From an optimization exercise on the open Yosys and OpenROAD flow, aimed at small area, a short achievable clock period and few clock cycles; shortcuts taken in it are not production practice. Function was checked by simulation only, so behaviour that the tests miss may differ from the original. No activity file was given, so power comes from the tool's default toggle rates.

v24:
==> flow/design.v (excerpt) <==
module LASER (
input CLK,
input RST,
input [3:0] X,
input [3:0] Y,
output [3:0] C1X,
output [3:0] C1Y,
output [3:0] C2X,
output [3:0] C2Y,
output reg DONE);
localparam [255:0] LE_T = {16'hffff, 16'h7fff, 16'h3fff, 16'h1fff, 16'h0fff, 16'h07ff, 16'h03ff, 16'h01ff, 16'h00ff, 16'h007f, 16'h003f, 16'h001f, 16'h000f, 16'h0007, 16'h0003, 16'h0001};
localparam [255:0] GE_T = {16'h8000, 16'hc000, 16'he000, 16'hf000, 16'hf800, 16'hfc00, 16'hfe00, 16'hff00, 16'hff80, 16'hffc0, 16'hffe0, 16'hfff0, 16'hfff8, 16'hfffc, 16'hfffe, 16'hffff};
localparam M_PRE = 3'd0, M_COL = 3'd1, M_D1 = 3'd2, M_D2 = 3'd3, M_ACT0 = 3'd4, M_ACT = 3'd5;
reg [7:0] ring [0:39];           
reg [7:0] lohi [0:39];           
reg [39:0] act;
reg run;                         
reg [5:0] icnt;                  
reg [2:0] mode;
reg [3:0] xn;                    
reg [3:0] x;                     
reg first;                       
reg sfirst;                      
reg cur;                         
reg [3:0] pass;
reg [7:0] cA, cB;                
reg [10:0] part [0:15];       
  ...
make LEC_CHECK=0 ABC_CLOCK_PERIOD_IN_PS=3500 CAP_MARGIN=20 CORE_MARGIN=2 CORE_UTILIZATION=65 SLEW_MARGIN=20 finish   # period 11.0 ns
run.sh (not shown) runs the stock make flow with config.mk's settings and CLKGATE_MAP_FILE= SYNTH_SCRIPT=/design/flow/synth_recipe.tcl, a recipe that flattens the netlist after the stock synthesis.
Testbench counts of v24, summed over its fixed seeds: cycles 4,812.
Relative to v24, the following input files were edited for v31:
--- a/flow/design.v
+++ b/flow/design.v
@@ -74,17 +74,32 @@
   wire u2 = (m[2] & m[3]) | (m[2] & m[4]) | (m[3] & m[4]);
   wire u3 = m[5] ^ m[6] ^ m[7];
   wire u4 = (m[5] & m[6]) | (m[5] & m[7]) | (m[6] & m[7]);
   wire u5 = u2 ^ u3 ^ m[8];
   wire u6 = (u2 & u3) | (u2 & m[8]) | (u3 & m[8]);
   wire u7 = u4 ^ m[9] ^ m[10];
   wire u8 = (u4 & m[9]) | (u4 & m[10]) | (m[9] & m[10]);
-  wire [5:0] r0 = {1'b0, u8, u6, u5, u1, m[0]};
-  wire [5:0] r1 = {1'b0, 1'b0, u7, 1'b0, 1'b0, m[1]};
-  assign s = r0 + r1;
+  wire f0 = m[0] ^ m[1] ^ 1'b0;
+  wire g0 = (m[0] & m[1]) | (m[0] & 1'b0) | (m[1] & 1'b0);
+  assign s[0] = f0;
+  wire f1 = u1 ^ 1'b0 ^ g0;
+  wire g1 = (u1 & 1'b0) | (u1 & g0) | (1'b0 & g0);
+  assign s[1] = f1;
+  wire f2 = u5 ^ 1'b0 ^ g1;
+  wire g2 = (u5 & 1'b0) | (u5 & g1) | (1'b0 & g1);
+  assign s[2] = f2;
+  wire f3 = u6 ^ u7 ^ g2;
+  wire g3 = (u6 & u7) | (u6 & g2) | (u7 & g2);
+  assign s[3] = f3;
+  wire f4 = u8 ^ 1'b0 ^ g3;
+  wire g4 = (u8 & 1'b0) | (u8 & g3) | (1'b0 & g3);
+  assign s[4] = f4;
+  wire f5 = 1'b0 ^ 1'b0 ^ g4;
+  wire g5 = (1'b0 & 1'b0) | (1'b0 & g4) | (1'b0 & g4);
+  assign s[5] = f5;
 endmodule
 module LASER (
 input CLK,
 input RST,
 input [3:0] X,
 input [3:0] Y,
 output [3:0] C1X,
@@ -212,29 +227,29 @@
 generate
 for (gu = 0; gu < 16; gu = gu + 1) begin : pcs
     LASER_pcA ua (.a(cv[gu]), .m(pa[gu]));
     LASER_pcB ub (.m(part[gu]), .s(cnt[gu]));
 end
 endgenerate
 wire [6:0] k0 = {1'b1, cnt[0]};
-wire [6:0] k1 = {1'b1, cnt[1]};
-wire [6:0] k2 = {1'b1, cnt[2]};
-wire [6:0] k3 = {1'b1, cnt[3]};
-wire [6:0] k4 = {1'b1, cnt[4]};
-wire [6:0] k5 = {1'b1, cnt[5]};
-wire [6:0] k6 = {1'b1, cnt[6]};
-wire [6:0] k7 = {1'b1, cnt[7]};
-wire [6:0] k8 = {1'b1, cnt[8]};
-wire [6:0] k9 = {1'b1, cnt[9]};
-wire [6:0] k10 = {1'b1, cnt[10]};
-wire [6:0] k11 = {1'b1, cnt[11]};
-wire [6:0] k12 = {1'b1, cnt[12]};
-wire [6:0] k13 = {1'b1, cnt[13]};
-wire [6:0] k14 = {1'b1, cnt[14]};
-wire [6:0] k15 = {1'b1, cnt[15]};
+wire [6:0] k1 = {xs != 0, cnt[1]};
+wire [6:0] k2 = {xs != 0, cnt[2]};
+wire [6:0] k3 = {xs != 0, cnt[3]};
+wire [6:0] k4 = {xs != 0, cnt[4]};
+wire [6:0] k5 = {xs != 0, cnt[5]};
+wire [6:0] k6 = {xs != 0, cnt[6]};
+wire [6:0] k7 = {xs != 0, cnt[7]};
+wire [6:0] k8 = {xs != 0, cnt[8]};
+wire [6:0] k9 = {xs != 0, cnt[9]};
+wire [6:0] k10 = {xs != 0, cnt[10]};
+wire [6:0] k11 = {xs != 0, cnt[11]};
+wire [6:0] k12 = {xs != 0, cnt[12]};
+wire [6:0] k13 = {xs != 0, cnt[13]};
+wire [6:0] k14 = {xs != 0, cnt[14]};
+wire [6:0] k15 = {xs != 0, cnt[15]};
 wire c0_1 = f_ge7(k1, k0);
 wire c0_2 = f_ge7(k2, k0);
 wire c0_3 = f_ge7(k3, k0);
 wire c1_2 = f_ge7(k2, k1);
 wire c1_3 = f_ge7(k3, k1);
 wire c2_3 = f_ge7(k3, k2);
 wire w0 = ~c0_1 & ~c0_2 & ~c0_3;
@@ -344,15 +359,15 @@
         s2v <= 1'b0;
         s3v <= 1'b0;
     end else if (!run) begin
         icnt <= icnt + 1;
         if (icnt == 39) begin
             run <= 1'b1;
             mode <= M_PRE;
-            xn <= 1;
+            xn <= 0;
             first <= 1'b1;
             cur <= 1'b0;
             pass <= 0;
             cA <= 0;
             cB <= 0;
         end
     end else if (DONE) begin
@@ -373,19 +388,18 @@
             x <= xn;
             xn <= xn + 1;
             if (x == 15) mode <= M_D1;
         end
         M_D1: begin
             mode <= M_D2;
             first <= 1'b0;
-            xn <= win[3:0];
         end
         M_D2: begin
-            mode <= take ? M_ACT0 : M_ACT;
-            xn <= take ? 4'd15 : 4'd1;
+            mode <= M_ACT0;
+            xn <= win[3:0];
         end
         default: begin   
             mode <= M_ACT;
             xn <= 1;
         end
         endcase
         if (s3v && s3last) begin
### Flow results
Going from v24 to v31, post-route fraction of the period consumed by the critical path saw an increase, mean area per synthesized cell down about 0.5%.
v31 did not stop at any stage, and its layout met the timing, DRC and antenna checks.
From v24 to v31 the numbers moved as follows: critical path depth up 5, worst slack on hold paths flat, number of antenna violations at the first check in global routing up 1, wire length on met1 down 0.54%, part of the power in the clock network up 1.3 points.
v31 vs. v24: area growth from synthesis to final layout picked up an extra 0.17 points; clock network power picked up an extra about 3%.
Testbench counts of v31, summed over its fixed seeds: cycles 4,970.

## separate check: timing with driven ports
Ports are ideal in the flow. The routed layouts listed here were re-timed in OpenROAD. Step 1, drivers: a clkbuf_16 drives CLK and a buf_2 each remaining input, both assumed. Step 2, shift: input delay + t, output delay - t, t = (earliest + latest rising clock arrival at the registers) / 2. This alone moves slack from input paths to output paths. Three values: ideal ports, drivers, drivers and shift; two values: the first two.
run	t (ns)	setup slack, ns	hold WS [ns]	worst setup path after step 2	pins driven straight from the clock port
v24	0.766	6.222 / 6.222 / 6.222	0.327 / 0.327 / 0.327	register to register	1
v31	0.778	6.195 / 6.195 / 6.195	0.327 / 0.327 / 0.327	register to register	1
After both steps setup and hold are still met in every run listed.
